This design comes from an exercise in tuning for small area on the open sky130 flow, not from production work.
The RTL was checked by simulation tests, not by an equivalence proof against the original design.
The clock cells of runs 3 to 5 come from the design's own scripts or RTL, not from TritonCTS.
The clock input has no modelled driver; a real chip could not lean on it and would need a root buffer or a full tree.
Power is estimated from default activity; no workload was simulated.

File: design/flow/flow/abc_3.script
strash
dch -f
amap
topo
File: design/flow/flow/run.sh
#!/bin/bash
# Own flow: the standard layout with these changes
#  - synthesis without the half/full-adder extraction, once with each area-only ABC script
#    flow/abc_*.script; the netlist with the smallest cell area is kept. Registers are mapped
#    exactly as in the standard synthesis (ABC only maps the logic between them)
#  - after floorplan every logic cell is swapped for its smallest size (flow/downsize.tcl)
#  - ports are buffered with sky130_fd_sc_hd__buf_1
#  - clock tree synthesis adds no dummy loads
#  - constant outputs share the synthesis's single tie cell
set -euo pipefail
W=$(pwd)
R="$W/orfs/results/sky130hd/toplevel/base"
REP="$W/orfs/reports/sky130hd/toplevel/base"
LOGS="$W/orfs/logs/sky130hd/toplevel/base"
cp -r "$FLOW_HOME/scripts" "$W/myscripts"
best=""
bestarea=""
n=0
for s in "$W"/flow/abc_*.script; do
  n=$((n + 1))
  cp "$s" "$W/myscripts/abc_area.script"
  if [[ $n -eq 1 ]]; then
    bash standard.sh synth SCRIPTS_DIR="$W/myscripts" ADDER_MAP_FILE= > "$W/synth_$n.log" 2>&1
  else
    bash standard.sh do-yosys SCRIPTS_DIR="$W/myscripts" ADDER_MAP_FILE= > "$W/synth_$n.log" 2>&1
  fi
  cp "$LOGS/1_2_yosys.log" "$W/yosys_$n.log"
  cp "$R/1_2_yosys.v" "$W/netlist_$n.v"
  area=$(grep "Chip area for module" "$REP/synth_stat.txt" | tail -1 | awk '{print $NF}')
  echo "$(basename "$s"): $area" | tee -a "$W/synth_choice.log"
  if [[ -z "$bestarea" ]] || awk -v a="$area" -v b="$bestarea" 'BEGIN { exit !(a < b) }'; then
    best=$n
    bestarea=$area
  fi
done
echo "kept netlist $best ($bestarea)" | tee -a "$W/synth_choice.log"
cp "$W/netlist_$best.v" "$R/1_2_yosys.v"
rm -f "$R/1_synth.odb" "$R/1_synth.sdc"
bash standard.sh synth SCRIPTS_DIR="$W/myscripts" ADDER_MAP_FILE= > "$W/synth_final.log" 2>&1
bash standard.sh finish "POST_FLOORPLAN_TCL=$W/flow/downsize.tcl" "BUFFER_PORTS_ARGS=-buffer_cell sky130_fd_sc_hd__buf_1" \
  "CTS_ARGS=-sink_clustering_enable -repair_clock_nets -dont_use_dummy_load" SKIP_REPAIR_TIE_FANOUT=1 > "$W/layout.log" 2>&1
File: design/flow/constraint.sdc
create_clock -name core_clock -period 10.0 [get_ports {clk}]
set_input_delay 2.0000 -clock core_clock [delete_from_list [all_inputs] [get_ports {clk}]]
set_output_delay 2.0000 -clock core_clock [all_outputs]
set_load 0.01 [all_outputs]
File: design/flow/flow/abc_1.script
strash
&get -n
&deepsyn -T 30
&put
dch -f
amap
topo
File: design/flow/design.v
module toplevel(S, DIP, LedEx, SEG, AN, reset, clk, led, usb_tx, usb_rx);
    input reset;
    input clk;
    output reg [7:0] led;
    output [3:0] AN;
    output [7:0] SEG;
    output [23:0] LedEx;
    input [23:0] DIP;
    input [4:0] S;
    input usb_rx;
    output reg usb_tx;
    localparam [6:0] C00 = 7'b0011100;
    localparam [9:0] B000 = 10'b1111010000;
    reg [6:0] c;         
    reg [4:0] C;         
    wire c_mid = c[0] & c[1] & c[2] & ~c[3] & ~c[4] & c[5];
    wire c_end = ~c[0] & c[1] & c[2] & c[3] & ~c[4] & ~c[5];
    wire C_end = C[4] & C[1] & C[0];     
    always @(posedge clk or negedge reset)
        if (!reset) begin
            c <= C00;
            C <= 5'd10;
            led <= 0;
        end else begin
            c <= {c[5:0], ~(c[6] ^ c[5]) ^ c_end};
            if (c_end) begin
                C <= C_end ? 5'd0 : C + 5'd1;
                if (C_end)
                    led <= led + 8'h1;
            end
        end
    reg tx_done;
    wire tx_u868 = c[0] & ~c[1] & c[2] & c[3] & c[4] & ~c[5] & ~C[0] & C[1] & C[4] & usb_tx;
    wire tx_u1737 = c[0] & c[1] & c[2] & c[4] & C[0] & C[1] & C[2] & ~C[3] & ~led[1] & ~usb_tx;
    wire tx_u2606 = ~c[4] & ~c[6] & ~C[0] & ~C[3] & led[0] & usb_tx;
    wire tx_u6951 = ~c[0] & c[1] & c[2] & c[3] & ~c[5] & C[0] & C[1] & C[4] & led[0] & led[1] & ~usb_tx;
    wire tx_u7820 = c[1] & c[2] & c[5] & C[3] & led[2] & usb_tx;
    wire tx_u8689 = ~c[1] & c[2] & ~c[3] & ~c[4] & ~c[6] & C[4] & led[2];
    wire tx_edge = ~tx_done & (tx_u868 | tx_u1737 | tx_u2606 | tx_u6951 | tx_u7820 | tx_u8689);
    always @(posedge clk or negedge reset)
        if (!reset) begin
            usb_tx <= 1;
            tx_done <= 0;
        end else begin
            if (tx_edge)
                usb_tx <= ~usb_tx;
            if (tx_edge & tx_u8689)
                tx_done <= 1;
        end
    reg [15:0] bcd;      
    reg [6:0]  Ka, Kb;   
    reg [1:0]  mx;       
    wire active = ~|S;
    wire b99    = Kb[6] & Kb[5] & Kb[1] & Kb[0];                     
    wire ge99   = (|Ka) | b99;
    wire ge999  = Ka[6] | Ka[5] | Ka[4] | (Ka[3] & (Ka[2] | Ka[1] | (Ka[0] & b99)));
    wire ge9999 = Ka[6] & Ka[5] & Ka[1] & Ka[0] & b99;
    wire fire = active & (mx[0] ? ge99 : mx[1] ? ge999 : ge9999);
    wire n0 = bcd[3] & bcd[0];       
    wire n1 = bcd[7] & bcd[4];
    wire n2 = bcd[11] & bcd[8];
    wire n3 = bcd[15] & bcd[12];
    wire cy0 = fire;
    wire cy1 = cy0 & n0;
    wire cy2 = cy1 & n1;
    wire cy3 = cy2 & n2;
    function [3:0] dinc(input [3:0] d, input ci, input nine);
        dinc = !ci ? d : nine ? 4'd0 : d + 4'd1;
    endfunction
    wire [3:0] d0 = (bcd[3] & bcd[1]) ? 4'd0 : bcd[3:0] + 4'd1;    
    always @(posedge clk or negedge reset)
        if (!reset) begin
            bcd <= 16'h000a;
            Ka <= 0;
            Kb <= 0;
            mx <= 0;
        end else begin
            if (!active) begin
                if (S[4])      mx <= 2'd2;
                else if (S[3]) mx <= 2'd1;
                else if (S[1]) mx <= 2'd0;
            end
            Kb <= (fire | (active & b99)) ? 7'd0 : Kb + {6'd0, active};
            Ka <= fire ? 7'd0 : Ka + {6'd0, active & b99};
            bcd <= {dinc(bcd[15:12], cy3, n3), dinc(bcd[11:8], cy2, n2), dinc(bcd[7:4], cy1, n1), (cy0 ? (n0 ? 4'd0 : d0) : bcd[3:0])};
        end
    reg [3:0] dig;       
    reg [1:0] sidx;      
    reg       back;      
    wire nz3 = |bcd[15:12];
    wire nz2 = nz3 | (|bcd[11:8]);
    wire nz1 = nz2 | (|bcd[7:4]);
    wire blank = &dig;
    wire [1:0] cur = (back | blank) ? 2'd0 : sidx + 2'd1;
    wire show = cur[1] ? (cur[0] ? nz3 : nz2) : (cur[0] ? nz1 : 1'b1);
    wire [3:0] curdig = cur[1] ? (cur[0] ? bcd[15:12] : bcd[11:8]) : (cur[0] ? bcd[7:4] : bcd[3:0]);
    always @(posedge clk or negedge reset)
        if (!reset)
            dig <= 4'hf;
        else if (c_mid & show)
            dig <= curdig;
    always @(posedge clk)
        if (c_mid) begin
            if (show)
                sidx <= cur;
            back <= ~show;
        end
    assign AN = {~(~blank & sidx == 2'd3), ~(~blank & sidx == 2'd2), ~(~blank & sidx == 2'd1), ~(~blank & sidx == 2'd0)};
    reg [7:0] seg_r;
    always @(*)
        case (dig)
            4'h0: seg_r = 8'hc0;
            4'h1: seg_r = 8'hf9;
            4'h2: seg_r = 8'ha4;
            4'h3: seg_r = 8'hb0;
            4'h4: seg_r = 8'h99;
            4'h5: seg_r = 8'h92;
            4'h6: seg_r = 8'h82;
            4'h7: seg_r = 8'hf8;
            4'h8: seg_r = 8'h80;
            4'h9: seg_r = 8'h90;
            4'ha: seg_r = 8'hc0;
            4'hb: seg_r = 8'hf0;
            4'hc: seg_r = 8'h9d;
            4'hd: seg_r = 8'h97;
            4'he: seg_r = 8'hc7;
            default: seg_r = 8'hff;
        endcase
    assign SEG = seg_r;
    reg [3:0] rs;        
    reg [9:0] rb;        
    reg [9:0] sh;        
    reg [9:0] frame;
    reg       rx_d;
    reg       seen;
    wire rcv  = |rs[3:1];
    wire rb_end = ~rb[0] & ~rb[1] & ~rb[2] & rb[3] & ~rb[4] & rb[5] & rb[6] & rb[7] & rb[8];   
    wire tick = rcv & rb_end;
    always @(posedge clk) begin
        rb <= !rcv ? B000 : {rb[8:0], ~(rb[9] ^ rb[6]) ^ rb_end};
        if (tick)
            sh <= {usb_rx, sh[9:1]};
    end
    always @(posedge clk or negedge reset)
        if (!reset) begin
            rs <= 0;
            frame <= 0;
            rx_d <= 0;
            seen <= 0;
        end else begin
            rx_d <= usb_rx;
            if (rs == 4'd0) begin
                if (usb_rx) rs <= 4'd1;
            end else if (rs == 4'd1) begin
                if (!usb_rx) begin
                    rs <= 4'd2;
                    seen <= 1;
                end
            end else if (tick) begin
                if (rs[3] & rs[2]) begin
                    rs <= 4'd0;
                    frame <= sh;
                end else
                    rs <= rs + 4'd1;
            end
        end
    assign LedEx = {seen, 6'd0, rx_d, 6'd0, frame};
endmodule
File: design/flow/flow/abc_2.script
strash
&get -n
&deepsyn -T 30
&put
strash
dch -f
amap
strash
dch -f
amap
topo
File: design/flow/standard.sh
#!/bin/bash
# synth_recipe.tcl (not shown) runs the flow's synth.tcl, then flattens the netlist and writes it again
# the make line also repeats each setting of config.mk as NAME=value (left out here)
make -C /OpenROAD-flow-scripts/flow DESIGN_CONFIG=/design/flow/config.mk WORK_HOME=/design/flow/orfs CLKGATE_MAP_FILE= SYNTH_SCRIPT=/design/flow/synth_recipe.tcl "${@:-finish}"
File: design/flow/flow/downsize.tcl
# Swap every logic cell for the smallest cell of the same function (timing is far from critical);
# later repair steps upsize where slew or capacitance need it.
set db [ord::get_db]
set lib [lindex [$db getLibs] 0]
set n 0
foreach inst [[ord::get_db_block] getInsts] {
  set m [$inst getMaster]
  set name [$m getName]
  if {![regexp {^(sky130_fd_sc_hd__\w+?)_(\d+)$} $name -> base drive]} { continue }
  if {[string match "*tap*" $base] || [string match "*conb*" $base] || [string match "*fill*" $base] || [string match "*decap*" $base]} { continue }
  set best $m
  foreach d {0 1 2} {
    set cand [$db findMaster "${base}_$d"]
    if {$cand eq "NULL" || $cand eq ""} { continue }
    if {[$cand getWidth] < [$best getWidth]} { set best $cand }
  }
  if {$best ne $m} {
    set lc [get_lib_cells */[$best getName]]
    if {[llength $lc] == 0 || [get_property [lindex $lc 0] dont_use]} { continue }
    replace_cell [get_cells [$inst getName]] [lindex $lc 0]
    incr n
  }
}
puts "downsize: replaced $n cells"
File: design/flow/config.mk
export PLATFORM = sky130hd
export DESIGN_NAME = toplevel
export DESIGN_NICKNAME = toplevel
export VERILOG_FILES = /design/flow/design.v
export SDC_FILE = /design/flow/constraint.sdc
export NUM_CORES = 4
export LEC_CHECK = 0
export ABC_AREA = 1
export CAP_MARGIN = 20
export CORE_MARGIN = 2
export CORE_UTILIZATION = 40
export SLEW_MARGIN = 20
File: design/flow/flow/abc_4.script
strash
&get -n
&deepsyn -T 30
&put
dch -f
map -a
topo
==> notes.md, run 1 <==
* Final setup vio count at 0
* TritonCTS clock tree: built
* Layout Nets at 475
* Max frequency at 186.5 MHz
* Layout area overhead at 8.223%
* Crit start category: primary input
* HPWL after DPL at 4954 µm
* Final GP Congestion at 0.7856
* Pre-CTS setup slack at 4.310 ns
* Initial antenna violation count at 0
* First-pass GRT wire length at 12460 µm
* Clk_skew at 0.02671 ns
* Worst IR Drop VDD at 0.0001020 V
* Initial core utilization at 41.22%
* Total routed wirelength at 6938 µm
* Period utilization at 53.63%
* Root buf cell: clkbuf_8
* Vias in the first global route at 2747
* Crit path max-delay cell type: nor4_1
* Total track usage at 13.85%
* Drt pass-1 iters at 4
* Critical Path AT at 5.60 ns
* Outcome: finished clean
* ANT cells at 0
* Maxcap violations at 0
* Crit-path max cell delay at 0.44 ns
* TritonCTS Buffers at 9
* Final worst slack at 4.637 ns
* Commonest non-fill, non-tap cell in the layout: nor2_1
* CTS Hold Buffers Added at 0
* Die extent in x at 104.6 µm
* Core ar. at 9819 µm²
* H-tree levels at 3
* Standby leakage power at 1.754 nW
* Cell Pwr Density at 165.4 nW/µm²
* Commonest cells after routing, fill and taps aside: 91 x nor2_1, 62 x dfrtp_1, 42 x clkinv_1, 38 x buf_1, 23 x nor3_1
* DRT iter0 DRCs at 142
* Max-slew violation count at 0
* FF+latch area at 2457 µm²
* CP dominant cell by count: nor2_1
* Grt total ovfl at 0
* Post-CTS Resized at 0
* CP max FO at 7
* Worst path cell trace: buf_1 > or2_0 > nor4_1 > and3_1 > and3_1 > and2_0 > and2_0 > a31oi_1 > nor2_1 > and3_1 > nand2_1 > nor2_1 > nand2_1 > nor2_1 > o21ai_0 > nor2_1 > a21oi_1
* Final hold vios at 0
* Row count at 36
* IO Port Bufs at 39
* Die Area at 10940 µm²
* Via count at 2830
* Syn Area/Cell at 9.921 µm²
* Hold WC Path Type: reg2reg
* Fill count at 1008
* Clock Pin Slew Worst Setup and Hold Paths at 0.09 ns
* RSZ-0062 raised after global routing: no
* Clock tree sinks at 97
* Fin Setup TNS at 0 ns
* Die Y at 104.6 µm
* Pin count of the biggest net entering global routing at 75
* Routed len/inst at 12.09 µm
* Share of layout cells above drive strength 1 at 5.215%
* Clk buf depth at 2
* Ys Warns at 1
* Cells after Synth at 408
* Antenna viol nets, final at 0
* Critical setup path kind: in2reg
* Total power at 0.7245 mW
* Io pins at 77
* DRC at 0
* Clock latency at the later pin of the worst-skew pair at 0.37 ns
* Hold slack at 0.3445 ns
* Min Tclk post-route at 5.363 ns
* Critical Path RT at 10.24 ns
* Max_slew headroom at 39.00%
* Netlist Area Pre-Place at 4048 µm²
* Multi-input gate area at 1325 µm²
* Critical path capture point type: flop
* Postcts setup bufs at 0
* Synth Net Count at 440
* Pin slew with the least headroom to its limit at 0.9150 ns
* Routed vias/inst at 4.930
-- layer usage --
metal,wire (µm),GRT usage [%]
met3,299,3.930
met2,3215,22.18
met5,0,0
met1,3331,18.46
met4,92,4.000
-- state kept, by name (all words and copies together), names as in the netlist --
| register | count |
|---|---|
| bcd | 16 |
| frame | 10 |
| rb | 10 |
| sh | 10 |
| led | 8 |
| Ka | 7 |
| Kb | 7 |
| c | 7 |
| C | 5 |
| dig | 4 |
| rs | 4 |
| mx | 2 |
| sidx | 2 |
| back | 1 |
| rx_d | 1 |
| seen | 1 |
| tx_done | 1 |
| usb_tx | 1 |
-- metrics by stage --
stage | utilization [%] | cell area, µm² | std cells
3_5_place_dp | 43.35 | 4257 | 565
3_3_place_gp | 43.30 | 4252 | 565
2_1_floorplan | - | 4048 | 408
5_1_grt | 44.61 | 4380 | 574
6_report | 44.61 | 4380 | 574
4_1_cts | 44.61 | 4380 | 574
-- final timing paths --
| path | startpoint | endpoint | slack (ns) | cells after the start |
|---|---|---|---|---|
| worst max-delay path | S[1] | bcd[14] | 4.64 | 17 |
| worst max register to register | dig[1] | dig[0] | 6.51 | 15 |
| max in group asynchronous | reset | led[3] | 7.62 | 1 |
| min in group asynchronous | reset | frame[1] | 1.77 | 1 |
| worst min-delay path | c[3] | c[4] | 0.34 | 0 |
| worst min register to register | c[3] | c[4] | 0.34 | 0 |
-- cell type report --
cell class	instances	share of cell area (%)
Sequential cell	97	56.10
Multi-Input combinational cell	254	30.25
Tap cell	133	3.799
Inverter	42	3.599
Timing Repair Buffer	39	3.428
Clock buffer	9	2.828
-- worst max-delay path, delay by kind of cell --
kind / cells / cell delay, ns
buffers and inverters: 1 / 0.08
AOI/OAI and AO/OA: 3 / 0.49
and+or+nand+nor: 13 / 3.02
-- power breakdown --
part / total (mW) / internal, mW / switching, mW / leakage, nW
registers: 0.460 / 0.438 / 0.0214 / 1.12
clock network: 0.195 / 0.0808 / 0.114 / 0.0647
logic: 0.0698 / 0.0292 / 0.0406 / 0.565
total: 0.725 / 0.548 / 0.176 / 1.75
==> inputs of run 2 (changes only) <==
==> design/flow/flow/abc_3.script (replaced) <==
strash
&get -n
&deepsyn -T 30
&put
&get -n
&dch -f
&nf -a -R 1000
&put
topo
==> design/flow/flow/abc_4.script (replaced) <==
strash
&get -n
&deepsyn -T 30
&dch -f
&nf -a -p -R 1000
&put
topo
==> design/flow/flow/abc_5.script (new file) <==
strash
&get -n
&deepsyn -T 30
&put
dch -f
amap
&get -n
&st
&dch -f
&nf -a -R 1000
&put
topo
==> notes.md, run 2 <==
* Post-DP Area at 4233 µm² (-0.56%)
* Via count at 2841 (+0.39%)
* Pin count of the biggest net entering global routing at 75 (unchanged)
* IO Port Bufs at 39 (unchanged)
* Max frequency at 182.8 MHz (-2.0%)
* Die Area at 10870 µm² (-0.63%)
* Commonest non-fill, non-tap cell in the layout: dfrtp_1
* Routed vias/inst at 5.110 (+3.6%)
* Met1 usage at 18.53% (+0.074 points)
* Grt total ovfl at 0 (unchanged)
* H-tree levels at 3 (unchanged)
* Ys Warns at 1 (unchanged)
* Max-slew violation count at 0 (unchanged)
* Period utilization at 54.71% (+1.1 points)
* Placed instance count at 547 (-3.2%)
* Standby leakage power at 1.949 nW (+11%)
* Clock tree sinks at 97 (unchanged)
* DRT iter0 DRCs at 95 (-33%)
* Largest reg by FF count: bcd
* Pre-CTS setup slack at 4.236 ns (-0.07383 ns)
* RSZ-0062 raised after global routing: no
* Layout Nets at 457 (-3.8%)
* Clock latency at the later pin of the worst-skew pair at 0.36 ns (about the same)
* Hold slack at 0.3842 ns (+0.03974 ns)
* Io pins at 77 (unchanged)
* Max_slew headroom at 35.41% (-3.6 points)
* Critical path capture point type: flop
* Multi-input gate area at 1425 µm² (+7.6%)
* Clock Pin Slew Worst Setup and Hold Paths at 0.08 ns (about the same)
* TritonCTS clock tree: built
* Hold WC Path Type: reg2reg
* Max FFs per register at 16 (unchanged)
* Cell Pwr Density at 142.5 nW/µm² (-14%)
* Layout area overhead at 8.339%
* Share of layout cells above drive strength 1 at 5.437% (+0.22 points)
* Final core utilization at 44.57% (about the same)
* TritonCTS Buffers at 9 (unchanged)
* Critical setup path kind: in2reg
* CTS Hold Buffers Added at 0 (unchanged)
* Critical Path AT at 5.75 ns (+0.15 ns)
* Met2 usage at 21.01% (-1.2 points)
* ANT cells at 0 (unchanged)
* Total track usage at 13.83% (-0.017 points)
* Final worst slack at 4.529 ns (-0.1081 ns)
* Outcome: finished clean
* Final hold vios at 0 (unchanged)
* Core ar. at 9774 µm² (-0.46%)
* Total routed wirelength at 7125 µm (+2.7%)
* Pin slew with the least headroom to its limit at 0.9553 ns (+0.04036 ns)
* Clk_skew at 0.02462 ns (-0.002086 ns)
* Antenna viol nets, final at 0 (unchanged)
* Syn Area/Cell at 10.34 µm² (+4.2%)
* Cell area after layout at 4357 µm² (-0.54%)
* Crit start category: primary input
* Worst path cell trace: buf_1 > nor2_1 > nor4b_1 > and3_1 > and3_1 > and3_1 > nand3_1 > nand2_1 > and2_0 > and3_1 > and3_1 > nand3_1 > nor3_1 > nor2_1 > a21oi_1
* Fill count at 940 (-6.7%)
* Finished Layout Cells at 556 (-3.1%)
* CP max FO at 9 (+2)
* Worst IR Drop VDD at 0.00005669 V (-44%)
* Initial antenna violation count at 0 (unchanged)
* Critical Path RT at 10.28 ns (+0.04 ns)
* FF+latch area at 2457 µm² (unchanged)
* Min Tclk post-route at 5.471 ns (+0.1081 ns)
* Crit path max-delay cell type: nor4b_1
* Synth Net Count at 421 (-4.3%)
* Commonest cells after routing, fill and taps aside: 62 x dfrtp_1, 55 x nand2_1, 50 x nor2_1, 38 x buf_1, 29 x a21oi_1
* HPWL after DPL at 4826 µm (-2.6%)
* First-pass GRT wire length at 12360 µm (-0.83%)
* Die extent in x at 104.3 µm (-0.32%)
* Vias in the first global route at 2697 (-1.8%)
* Row count at 36 (unchanged)
* Initial core utilization at 41.14% (-0.079 points)
* Routed len/inst at 12.81 µm (+6.0%)
* Postcts setup bufs at 0 (unchanged)
* Crit-path max cell delay at 0.79 ns (+0.35 ns)
* GRT Max-Usage Layer: met2
* Maxcap violations at 0 (unchanged)
* Met3 usage at 2.444% (-1.5 points)
* Total power at 0.6210 mW (-14%)
* Clk buf depth at 2 (unchanged)
* Die Y at 104.3 µm (-0.32%)
* Fin Setup TNS at 0 ns (unchanged)
* Final setup vio count at 0 (unchanged)
* Root buf cell: clkbuf_8
* Post-CTS Resized at 0 (unchanged)
* DRC at 0 (unchanged)
* CP dominant cell by count: and3_1
* Netlist Area Pre-Place at 4021 µm² (-0.65%)
* Final GP Congestion at 0.8506 (+8.3%)
* Drt pass-1 iters at 4 (unchanged)
* Cells after Synth at 389 (-4.7%)
==> run 2: report_power, final <==
group | total (mW) | leakage [nW] | internal [mW] | switching, mW
combinational | 0.0171 | 0.736 | 0.00509 | 0.0120
sequential | 0.408 | 1.15 | 0.404 | 0.00408
clock | 0.195 | 0.0647 | 0.0809 | 0.115
total | 0.621 | 1.95 | 0.490 | 0.131
==> run 2: final timing paths <==
kind	start	end	slack, ns	depth (start not counted)
worst max register to register	Ka[6]	bcd[10]	6.72	12
max in group asynchronous	reset	frame[5]	7.62	1
worst max-delay path	S[1]	bcd[14]	4.53	15
worst min register to register	c[2]	c[3]	0.38	0
worst min-delay path	c[2]	c[3]	0.38	0
min in group asynchronous	reset	bcd[15]	1.77	1
==> run 2: worst max-delay path: cells and delay by family <==
kind	cells	cell delay, ns
AO/OA/AOI/OAI	1	0.11
buffers and inverters	1	0.08
AND/OR/NAND/NOR	13	3.54
==> run 2: layer usage <==
metal	routed length (µm)	up-vias
met5	0	-
met4	147	0
met3	240	12
met2	3262	52
met1	3474	1369
li1	-	1408
==> run 2: final cells by class <==
class	count	area share [%]
Sequential cell	97	56.40
Multi-Input combinational cell	270	32.71
Clock buffer	9	2.843
Tap cell	133	3.820
Inverter	7	0.6031
Timing Repair Buffer	40	3.619
==> inputs of run 3 (changes only) <==
--- a/design/flow/flow/run.sh
+++ b/design/flow/flow/run.sh
@@ -7,3 +7,4 @@
 #  - ports are buffered with sky130_fd_sc_hd__buf_1
-#  - clock tree synthesis adds no dummy loads
+#  - the clock tree is built by flow/mantree.tcl: four clock buffers fed by the clock port, each
+#    driving one cluster of the flip-flops (clustered by position)
 #  - constant outputs share the synthesis's single tie cell
@@ -40,2 +41,2 @@
 bash standard.sh finish "POST_FLOORPLAN_TCL=$W/flow/downsize.tcl" "BUFFER_PORTS_ARGS=-buffer_cell sky130_fd_sc_hd__buf_1" \
-  "CTS_ARGS=-sink_clustering_enable -repair_clock_nets -dont_use_dummy_load" SKIP_REPAIR_TIE_FANOUT=1 > "$W/layout.log" 2>&1
+  "PRE_CTS_TCL=$W/flow/mantree.tcl" SKIP_REPAIR_TIE_FANOUT=1 > "$W/layout.log" 2>&1
==> design/flow/flow/mantree.tcl (new file) <==
# Manual clock tree: split the flip-flop clock pins on net clk into groups by position and drive
# each group from one clock buffer fed by the clock port.
set ngroups [expr {[info exists ::env(MT_GROUPS)] ? $::env(MT_GROUPS) : 4}]
set bufcell [expr {[info exists ::env(MT_BUF)] ? $::env(MT_BUF) : "sky130_fd_sc_hd__clkbuf_16"}]
set block [ord::get_db_block]
set clknet [$block findNet clk]
set sinks {}
foreach it [$clknet getITerms] {
  set inst [$it getInst]
  set bb [$inst getBBox]
  lappend sinks [list $it [expr {([$bb xMin] + [$bb xMax]) / 2}] [expr {([$bb yMin] + [$bb yMax]) / 2}]]
}
set n [llength $sinks]
# k-means on positions, seeded by sorting on x
set sorted [lsort -real -index 1 $sinks]
set cent {}
for {set g 0} {$g < $ngroups} {incr g} {
  set s [lindex $sorted [expr {int(($g + 0.5) * $n / $ngroups)}]]
  lappend cent [list [lindex $s 1] [lindex $s 2]]
}
for {set iter 0} {$iter < 30} {incr iter} {
  set sx [lrepeat $ngroups 0.0]; set sy [lrepeat $ngroups 0.0]; set sc [lrepeat $ngroups 0]
  set assign {}
  foreach s $sinks {
    set best 0; set bd 1e30
    for {set g 0} {$g < $ngroups} {incr g} {
      set c [lindex $cent $g]
      set d [expr {abs([lindex $s 1] - [lindex $c 0]) + abs([lindex $s 2] - [lindex $c 1])}]
      if {$d < $bd} { set bd $d; set best $g }
    }
    lappend assign $best
    lset sx $best [expr {[lindex $sx $best] + [lindex $s 1]}]
    lset sy $best [expr {[lindex $sy $best] + [lindex $s 2]}]
    lset sc $best [expr {[lindex $sc $best] + 1}]
  }
  set newc {}
  for {set g 0} {$g < $ngroups} {incr g} {
    if {[lindex $sc $g] == 0} { lappend newc [lindex $cent $g]; continue }
    lappend newc [list [expr {[lindex $sx $g] / [lindex $sc $g]}] [expr {[lindex $sy $g] / [lindex $sc $g]}]]
  }
  set cent $newc
}
set master [[ord::get_db] findMaster $bufcell]
for {set g 0} {$g < $ngroups} {incr g} {
  set buf [odb::dbInst_create $block $master "clkbuf_man_$g"]
  set net [odb::dbNet_create $block "clknet_man_$g"]
  $net setSigType CLOCK
  [$buf findITerm A] connect $clknet
  [$buf findITerm X] connect $net
  set c [lindex $cent $g]
  $buf setLocation [expr {int([lindex $c 0])}] [expr {int([lindex $c 1])}]
  $buf setPlacementStatus PLACED
  set k 0
  foreach s $sinks a $assign {
    if {$a != $g} { continue }
    set it [lindex $s 0]
    $it disconnect
    $it connect $net
    incr k
  }
  puts "mantree: group $g: $k sinks at $c"
}
# the tree is built: the clock_tree_synthesis call that follows in cts.tcl only marks the clock
# as propagated
rename clock_tree_synthesis {}
proc clock_tree_synthesis {args} {
  puts "mantree: clock tree built by hand, clock_tree_synthesis skipped"
  set_propagated_clock [all_clocks]
}
==> notes.md, run 3 <==
* Outcome: finished clean
* Vias in the first global route at 2678 (-0.70%)
* Net load switching power at 0.1078 mW (-17%)
* Max-slew violation count at 0 (unchanged)
* Postcts setup bufs at 0 (unchanged)
* Final GP Congestion at 0.8506 (unchanged)
* Critical path capture point type: flop
* Internal Power at 0.4827 mW (-1.6%)
* Clock Power Share at 28.0% (-3.5 points)
* Total power at 0.5905 mW (-4.9%)
* Period utilization at 56.77% (+2.1 points)
* DRC at 0 (unchanged)
* Synth Net Count at 421 (unchanged)
* CTS Hold Buffers Added at 0 (unchanged)
* Maxcap violations at 0 (unchanged)
* Netlist Area Pre-Place at 4021 µm² (unchanged)
* Hold WC Path Type: reg2reg
* Layout area overhead at 7.747%
* Cells after Synth at 389 (unchanged)
* Final hold vios at 0 (unchanged)
* Max frequency at 176.1 MHz (-3.6%)
* Commonest cells after routing, fill and taps aside: 62 x dfrtp_1, 55 x nand2_1, 50 x nor2_1, 38 x buf_1, 29 x a21oi_1
* Post-DP Area at 4233 µm² (unchanged)
* Final worst slack at 4.323 ns (-0.2062 ns)
* Grt total ovfl at 0 (unchanged)
* Critical Path AT at 5.74 ns (about the same)
* Io pins at 77 (unchanged)
* Cell Pwr Density at 136.3 nW/µm² (-4.4%)
* Core ar. at 9774 µm² (unchanged)
* Clock latency at the later pin of the worst-skew pair at 0.16 ns (-0.20 ns)
* Critical Path RT at 10.06 ns (-0.22 ns)
* HPWL after DPL at 4826 µm (unchanged)
* Worst IR Drop VDD at 0.00007680 V (+35%)
* Pin slew with the least headroom to its limit at 0.9457 ns (-0.009613 ns)
* Share of layout cells above drive strength 1 at 4.306% (-1.1 points)
* Final core utilization at 44.33% (-0.24 points)
* Post-CTS Resized at 0 (unchanged)
* Routed len/inst at 12.72 µm (-0.75%)
* CP max FO at 9 (unchanged)
* Ys Warns at 1 (unchanged)
* Syn Area/Cell at 10.34 µm² (unchanged)
* Pin count of the biggest net entering global routing at 75 (unchanged)
* Pre-CTS setup slack at 4.236 ns (unchanged)
* Layout Nets at 452 (-1.1%)
* Routed vias/inst at 5.123 (+0.27%)
* ANT cells at 0 (unchanged)
* RSZ-0062 raised after global routing: no
* Min Tclk post-route at 5.677 ns (+0.2062 ns)
* Die Y at 104.3 µm (unchanged)
* Drt pass-1 iters at 4 (unchanged)
* Standby leakage power at 1.934 nW (-0.79%)
* Total track usage at 12.60% (-1.2 points)
* Combinational power share at 2.9% (about the same)
* Largest reg by FF count: bcd
* Sequential share of power at 69.1% (+3.3 points)
* Clock Pin Slew Worst Setup and Hold Paths at 0.09 ns (about the same)
* Initial antenna violation count at 0 (unchanged)
* Via count at 2823 (-0.63%)
* Max_slew headroom at 36.06% (+0.65 points)
* Clk_skew at 0.02609 ns (+0.001470 ns)
* First-pass GRT wire length at 12140 µm (-1.7%)
* Cell area after layout at 4333 µm² (-0.55%)
* Initial core utilization at 41.14% (unchanged)
* IO Port Bufs at 39 (unchanged)
* Final setup vio count at 0 (unchanged)
* Row count at 36 (unchanged)
* Die extent in x at 104.3 µm (unchanged)
* DRT iter0 DRCs at 82 (-14%)
* Sw frac at 18.26% (-2.8 points)
* Max FFs per register at 16 (unchanged)
* Total routed wirelength at 7008 µm (-1.6%)
* Critical setup path kind: in2reg
* Antenna viol nets, final at 0 (unchanged)
* Fin Setup TNS at 0 ns (unchanged)
* Fill count at 935 (-0.53%)
* Die Area at 10870 µm² (unchanged)
* Crit start category: primary input
* Commonest non-fill, non-tap cell in the layout: dfrtp_1
run 3: through the flow:
stage / cells / hold WS [ns]
after CTS: 551 / 0.3640
final: 551 / 0.3695
after detailed placement: 547 / 0.3750
after floorplan: 389 / 0.3651
after global routing: 551 / 0.3706
after global placement: 547 / 0.3761
run 3: worst paths after layout:
check / from / to / slack, ns / depth (start not counted)
worst max-delay path: S[1] / bcd[14] / 4.32 / 15
worst min-delay path: c[3] / c[4] / 0.37 / 0
worst max register to register: Ka[6] / bcd[10] / 6.68 / 12
worst min register to register: c[3] / c[4] / 0.37 / 0
max in group asynchronous: reset / bcd[4] / 7.42 / 1
min in group asynchronous: reset / tx_done / 1.98 / 1
run 3: cell type report:
type / count / area, µm² / area share [%]
repair buffers: 40 / 157.7 / 3.638
well taps: 133 / 166.4 / 3.841
flip-flops and latches: 97 / 2457 / 56.71
plain buffers: 4 / 100.1 / 2.310
multi-input cells: 270 / 1425 / 32.89
inverters: 7 / 26.28 / 0.6064
run 3: per-layer routing:
| metal | routed length (µm) | global-route usage (%) | vias up |
|---|---|---|---|
| met1 | 3413 | 17.73 | 1368 |
| met3 | 217 | 0.8145 | 11 |
| met2 | 3249 | 21.66 | 46 |
| met5 | 0 | 0 | - |
| li1 | - | - | 1398 |
| met4 | 127 | 2.413 | 0 |
run 3: critical path, cell delays in order:
cell     delay (ns)
buf_1          0.08
nor2_1         0.12
nor4b_1        0.78
and3_1         0.33
and3_1         0.23
and3_1         0.28
nand3_1        0.13
nand2_1        0.27
and2_0         0.30
and3_1         0.30
and3_1         0.32
nand3_1        0.17
nor3_1         0.23
nor2_1         0.06
a21oi_1        0.11
run 3: power groups by stage:
| stage | Clock, mW | Sequential [mW] | Combinational [mW] |
|---|---|---|---|
| 4_1_cts | 0.175 | 0.408 | 0.0178 |
| 2_1_floorplan | 0 | 0.415 | 0.0132 |
| 6_report | 0.165 | 0.408 | 0.0171 |
| 3_3_place_gp | 0 | 0.416 | 0.0173 |
| 3_5_place_dp | 0 | 0.416 | 0.0176 |
| 5_1_grt | 0.189 | 0.409 | 0.0207 |
==> inputs of run 4 (changes only) <==
--- a/design/flow/flow/run.sh
+++ b/design/flow/flow/run.sh
@@ -8,3 +8,4 @@
 #  - the clock tree is built by flow/mantree.tcl: four clock buffers fed by the clock port, each
-#    driving one cluster of the flip-flops (clustered by position)
+#    driving one cluster of the flip-flops (clustered by position; clkbuf_16, or clkbuf_8 for a
+#    cluster of at most 16)
 #  - constant outputs share the synthesis's single tie cell
--- a/design/flow/flow/mantree.tcl
+++ b/design/flow/flow/mantree.tcl
@@ -42,4 +42,7 @@
 }
-set master [[ord::get_db] findMaster $bufcell]
+set small [[ord::get_db] findMaster sky130_fd_sc_hd__clkbuf_8]
 for {set g 0} {$g < $ngroups} {incr g} {
+  # a cluster of at most 16 flip-flops gets the smaller buffer
+  set master [[ord::get_db] findMaster $bufcell]
+  if {[lindex $sc $g] <= 16} { set master $small }
   set buf [odb::dbInst_create $block $master "clkbuf_man_$g"]
==> notes.md, run 4 <==
* Outcome: finished clean
* Cells after Synth at 389 (unchanged)
* ANT cells at 0 (unchanged)
* Initial antenna violation count at 0 (unchanged)
* Clock latency at the later pin of the worst-skew pair at 0.16 ns (about the same)
* Max FFs per register at 16 (unchanged)
* Min Tclk post-route at 5.634 ns (-0.04269 ns)
* Max_slew headroom at 37.57% (+1.5 points)
* Pre-CTS setup slack at 4.236 ns (unchanged)
* Largest reg by FF count: bcd
* Placed instance count at 547 (unchanged)
* Final worst slack at 4.366 ns (+0.04269 ns)
* Total power at 0.5821 mW (-1.4%)
* Row count at 36 (unchanged)
* Pin count of the biggest net entering global routing at 75 (unchanged)
* Net load switching power at 0.1081 mW (+0.28%)
* Clock Pin Slew Worst Setup and Hold Paths at 0.10 ns (about the same)
* Final setup vio count at 0 (unchanged)
* Total routed wirelength at 6995 µm (-0.19%)
* Clock Power Share at 26.9% (-1.1 points)
* Sw frac at 18.57% (+0.32 points)
* CP max FO at 9 (unchanged)
* Critical setup path kind: in2reg
* Internal Power at 0.4740 mW (-1.8%)
* Io pins at 77 (unchanged)
* Fin Setup TNS at 0 ns (unchanged)
* R2R Setup Slk at 6.70 ns (+0.02 ns)
* Die Area at 10870 µm² (unchanged)
* Sequential share of power at 70.1% (+1.0 points)
* First-pass GRT wire length at 12120 µm (-0.23%)
* Clk_skew at 0.005168 ns (-0.02092 ns)
* Core ar. at 9774 µm² (unchanged)
* Ys Warns at 1 (unchanged)
* Commonest cells after routing, fill and taps aside: 62 x dfrtp_1, 55 x nand2_1, 50 x nor2_1, 38 x buf_1, 29 x a21oi_1
* Layout Nets at 452 (unchanged)
* Syn Area/Cell at 10.34 µm² (unchanged)
* Cell Pwr Density at 134.7 nW/µm² (-1.2%)
* IO Port Bufs at 39 (unchanged)
* Via count at 2812 (-0.39%)
* Maxcap violations at 0 (unchanged)
* Critical Path RT at 10.09 ns (+0.03 ns)
* Standby leakage power at 1.929 nW (-0.27%)
* CTS Hold Buffers Added at 0 (unchanged)
* Pin slew with the least headroom to its limit at 0.9365 ns (-0.009255 ns)
* Critical Path AT at 5.72 ns (-0.02 ns)
* Netlist Area Pre-Place at 4021 µm² (unchanged)
* Finished Layout Cells at 551 (unchanged)
* Crit start category: primary input
* HPWL after DPL at 4826 µm (unchanged)
* Uppermost routed layer: met4
* Final hold vios at 0 (unchanged)
* Routed len/inst at 12.70 µm (-0.19%)
* DRT iter0 DRCs at 90 (+9.8%)
* Vias in the first global route at 2636 (-1.6%)
* Initial core utilization at 41.14% (unchanged)
* Max frequency at 177.5 MHz (+0.76%)
* Final core utilization at 44.21% (-0.12 points)
* Met2 routed WL at 3225 µm (-0.74%)
* Period utilization at 56.34% (-0.43 points)
* Met3 wire len at 226 µm (+4.1%)
* DRT met1 WL at 3437 µm (+0.70%)
* Die extent in x at 104.3 µm (unchanged)
* Total track usage at 12.55% (-0.054 points)
* Die Y at 104.3 µm (unchanged)
* Layout area overhead at 7.467%
* Drt pass-1 iters at 4 (unchanged)
* Postcts setup bufs at 0 (unchanged)
* Routed vias/inst at 5.103 (-0.39%)
* Commonest non-fill, non-tap cell in the layout: dfrtp_1
* DRC at 0 (unchanged)
* Antenna viol nets, final at 0 (unchanged)
* Worst IR Drop VDD at 0.00007679 V (about the same)
* Grt total ovfl at 0 (unchanged)
* Critical path capture point type: flop
* Synth Net Count at 421 (unchanged)
* RSZ-0062 raised after global routing: no
* Max-slew violation count at 0 (unchanged)
* Combinational power share at 2.9% (about the same)
* Post-CTS Resized at 0 (unchanged)
* Hold WC Path Type: reg2reg
* Share of layout cells above drive strength 1 at 4.306% (unchanged)
* Final GP Congestion at 0.8506 (unchanged)
-- run 4: worst max-delay path, stage by stage --
cell	delay [ns]
buf_1	0.08
nor2_1	0.12
nor4b_1	0.76
and3_1	0.33
and3_1	0.23
and3_1	0.29
nand3_1	0.13
nand2_1	0.28
and2_0	0.30
and3_1	0.30
and3_1	0.32
nand3_1	0.17
nor3_1	0.24
nor2_1	0.06
a21oi_1	0.11
-- run 4: worst paths after layout --
| path | from | end | depth (start not counted) |
|---|---|---|---|
| setup / recovery | S[1] | bcd[14] | 15 |
| hold / removal | c[2] | c[3] | 0 |
| setup reg to reg | Ka[6] | bcd[10] | 12 |
| hold reg to reg | c[2] | c[3] | 0 |
| max in group asynchronous | reset | frame[2] | 1 |
| min in group asynchronous | reset | bcd[15] | 1 |
-- run 4: metrics by stage --
stage          instance area, µm²  hold WS [ns]
2_1_floorplan                4021        0.3651
3_3_place_gp                 4233        0.3761
3_5_place_dp                 4233        0.3750
4_1_cts                      4322        0.3929
5_1_grt                      4322        0.4037
6_report                     4322        0.3900
-- run 4: routing by layer --
metal	up-vias	global-route usage [%]
li1	1396	-
met1	1366	17.77
met2	41	21.43
met3	9	0.9398
met4	0	2.220
met5	-	0
-- run 4: final cells by class --
type | count | area (µm²)
tap | 133 | 166.4
multi-input combinational | 270 | 1425
sequential | 97 | 2457
timing repair buffer | 40 | 157.7
inverter | 7 | 26.28
buffer | 4 | 88.84
fill | 939 | 5453
-- run 4: power groups by stage --
stage | clock network, mW | logic, mW | registers, mW
2_1_floorplan | 0 | 0.0132 | 0.415
3_3_place_gp | 0 | 0.0173 | 0.416
3_5_place_dp | 0 | 0.0176 | 0.416
4_1_cts | 0.167 | 0.0178 | 0.408
5_1_grt | 0.180 | 0.0207 | 0.409
6_report | 0.157 | 0.0171 | 0.408
==> inputs of run 5 (changes only) <==
--- a/design/flow/flow/run.sh
+++ b/design/flow/flow/run.sh
@@ -7,3 +7,3 @@
 #  - ports are buffered with sky130_fd_sc_hd__buf_1
-#  - the clock tree is built by flow/mantree.tcl: four clock buffers fed by the clock port, each
+#  - the clock tree is built by flow/mantree.tcl: three clock buffers fed by the clock port, each
 #    driving one cluster of the flip-flops (clustered by position; clkbuf_16, or clkbuf_8 for a
--- a/design/flow/flow/mantree.tcl
+++ b/design/flow/flow/mantree.tcl
@@ -2,3 +2,3 @@
 # each group from one clock buffer fed by the clock port.
-set ngroups [expr {[info exists ::env(MT_GROUPS)] ? $::env(MT_GROUPS) : 4}]
+set ngroups [expr {[info exists ::env(MT_GROUPS)] ? $::env(MT_GROUPS) : 3}]
 set bufcell [expr {[info exists ::env(MT_BUF)] ? $::env(MT_BUF) : "sky130_fd_sc_hd__clkbuf_16"}]
--- a/design/flow/config.mk
+++ b/design/flow/config.mk
@@ -10,3 +10,3 @@
 export CORE_MARGIN = 2
-export CORE_UTILIZATION = 40
+export CORE_UTILIZATION = 50
 export SLEW_MARGIN = 20
==> notes.md, run 5 <==
* Fill count at 729 (-22%)
* Maxcap violations at 0 (unchanged)
* Clock Pin Slew Worst Setup and Hold Paths at 0.12 ns (+0.02 ns)
* Final setup vio count at 0 (unchanged)
* R2R Setup Slk at 6.75 ns (+0.05 ns)
* Post-CTS Resized at 0 (unchanged)
* RSZ-0062 raised after global routing: no
* Io pins at 77 (unchanged)
* Drt pass-1 iters at 4 (unchanged)
* Finished Layout Cells at 519 (-5.8%)
* Antenna viol nets, final at 0 (unchanged)
* Clock latency at the later pin of the worst-skew pair at 0.18 ns (+0.02 ns)
* CTS Hold Buffers Added at 0 (unchanged)
* Hold path depth at 0 (unchanged)
* IO Port Bufs at 39 (unchanged)
* Max_slew headroom at 38.13% (+0.56 points)
* DRT iter0 DRCs at 110 (+22%)
* Die extent in x at 93.68 µm (-10%)
* Critical setup path kind: in2reg
* Worst path cell trace: buf_1 > nor2_1 > nor4b_1 > and3_1 > and3_1 > and3_1 > nand3_1 > nand2_1 > and2_0 > and3_1 > and3_1 > nand3_1 > nor3_1 > nor2_1 > a21oi_1
* Placed instance count at 516 (-5.7%)
* Initial core utilization at 51.77% (+11 points)
* Grt total ovfl at 0 (unchanged)
* Min Tclk post-route at 5.503 ns (-0.1313 ns)
* CP dominant cell by count: and3_1
* Syn Area/Cell at 10.34 µm² (unchanged)
* Max-slew violation count at 0 (unchanged)
* Crit start category: primary input
* Core ar. at 7767 µm² (-21%)
* Share of layout cells above drive strength 1 at 4.077% (-0.23 points)
* Synth Net Count at 421 (unchanged)
* Layout area overhead at 6.160%
* Final GP Congestion at 0.8300 (-2.4%)
* Total track usage at 16.23% (+3.7 points)
* ANT cells at 0 (unchanged)
* Netlist Area Pre-Place at 4021 µm² (unchanged)
* Via count at 2793 (-0.68%)
* CP max FO at 9 (unchanged)
* Pin slew with the least headroom to its limit at 0.9281 ns (-0.008431 ns)
* Standby leakage power at 1.921 nW (-0.37%)
* Critical Path RT at 10.09 ns (about the same)
* Postcts setup bufs at 0 (unchanged)
* Hold WC Path Type: reg2reg
* Period utilization at 55.03% (-1.3 points)
* Largest reg by FF count: bcd
* Total power at 0.5734 mW (-1.5%)
* Fin Setup TNS at 0 ns (unchanged)
* Cells after Synth at 389 (unchanged)
* HPWL after DPL at 4882 µm (+1.2%)
* Worst IR Drop VDD at 0.0001493 V (+94%)
* Max FFs per register at 16 (unchanged)
* Outcome: finished clean
* R2R cell count at 12 (unchanged)
* Critical Path AT at 5.60 ns (-0.12 ns)
* First-pass GRT wire length at 12070 µm (-0.40%)
* Initial antenna violation count at 0 (unchanged)
* Crit path max-delay cell type: nor4b_1
* Die Y at 93.68 µm (-10%)
* Crit-path max cell delay at 0.68 ns (-0.08 ns)
* Vias in the first global route at 2699 (+2.4%)
* Max frequency at 181.7 MHz (+2.4%)
* Die Area at 8776 µm² (-19%)
* Commonest cells after routing, fill and taps aside: 62 x dfrtp_1, 55 x nand2_1, 50 x nor2_1, 38 x buf_1, 29 x a21oi_1
* Critical path capture point type: flop
* Commonest non-fill, non-tap cell in the layout: dfrtp_1
* Ys Warns at 1 (unchanged)
* Total routed wirelength at 6901 µm (-1.3%)
* Routed vias/inst at 5.382 (+5.4%)
* Routed len/inst at 13.30 µm (+4.7%)
* Layout Nets at 451 (-0.22%)
* Cell Pwr Density at 134.3 nW/µm² (-0.28%)
* DRC at 0 (unchanged)
* Pin count of the biggest net entering global routing at 75 (unchanged)
* Final hold vios at 0 (unchanged)
* Row count at 32 (-11%)
* Clk_skew at 0.01615 ns (+0.01098 ns)
==> run 5: metrics by stage <==
| stage | cell area, µm² | setup slack (ns) | hold slack, ns | util [%] |
|---|---|---|---|---|
| 6_report | 4269 | 4.497 | 0.3922 | 54.96 |
| 2_1_floorplan | 4021 | 5.004 | 0.3651 | - |
| 3_3_place_gp | 4194 | 4.311 | 0.3769 | 53.99 |
| 3_5_place_dp | 4194 | 4.300 | 0.3753 | 53.99 |
| 5_1_grt | 4269 | 3.945 | 0.4019 | 54.96 |
| 4_1_cts | 4269 | 4.454 | 0.3942 | 54.96 |
==> run 5: report_power, final <==
part,total [mW],internal [mW],switching [mW]
Combinational,0.0171,0.00510,0.0120
Clock,0.148,0.0560,0.0921
Sequential,0.408,0.404,0.00377
==> run 5: layout make-up <==
cell class / count / area (µm²) / area share (%)
buffer: 3 / 75.07 / 1.759
inverter: 7 / 26.28 / 0.6155
multi-input combinational: 270 / 1425 / 33.38
sequential: 97 / 2457 / 57.56
tap: 102 / 127.6 / 2.989
timing repair buffer: 40 / 157.7 / 3.693
==> run 5: critical path, delay by kind of cell <==
family | cells | cell delay [ns]
and+or+nand+nor | 13 | 3.40
AOI/OAI and AO/OA | 1 | 0.12
buffers and inverters | 1 | 0.09
==> run 5: layer usage <==
| metal | vias to the layer above | global-route usage, % | wire, µm |
|---|---|---|---|
| li1 | 1391 | - | - |
| met2 | 54 | 27.98 | 3208 |
| met3 | 4 | 1.204 | 234 |
| met5 | - | 0 | 0 |
| met1 | 1344 | 23.55 | 3400 |
| met4 | 0 | 1.570 | 57 |
==> run 5: final timing paths <==
path	end	start
max in group asynchronous	bcd[9]	reset
setup reg to reg	bcd[10]	Ka[6]
hold reg to reg	c[3]	c[2]
hold / removal	c[3]	c[2]
setup / recovery	bcd[14]	S[1]
min in group asynchronous	Ka[1]	reset

[what the ideal ports hide]
The results above use ideal ports. As a check the final layouts listed here were re-extracted and re-timed, cells and wires unchanged.
Step 1 (the two cells are an assumption about what drives the block):
set clk [get_ports {clk}]
set_driving_cell -lib_cell sky130_fd_sc_hd__clkbuf_16 $clk
set_driving_cell -lib_cell sky130_fd_sc_hd__buf_2 [delete_from_list [all_inputs] $clk]
Step 2 moves the port delays by t, midway between the first and last clock arrival at a register: inputs arrive t later, outputs are due t later. That takes back most of the time a late clock gives input paths.
a / b / c = ideal / step 1 / step 2; a / b = the first two.
run	t, ns	setup WS [ns]	clock arrival spread, ns	slew at the worst register clock pin (ns)	cell pins on the clock port's net
run 1	0.383	4.637 / 4.647 / 4.264	0.027 / 0.027	0.09 / 0.09	1
run 2	0.378	4.529 / 4.541 / 4.163	0.024 / 0.025	0.09 / 0.09	1
run 3	0.225	4.323 / 4.382 / 4.157	0.026 / 0.026	0.10 / 0.10	4
run 4	0.229	4.366 / 4.418 / 4.190	0.005 / 0.005	0.10 / 0.10	4
run 5	0.235	4.497 / 4.543 / 4.307	0.023 / 0.023	0.12 / 0.12	3
After both steps every run listed still meets setup and hold. The setup slack of run 1, which loses most, moves by +0.010 ns with the drivers and by -0.373 ns with both steps.
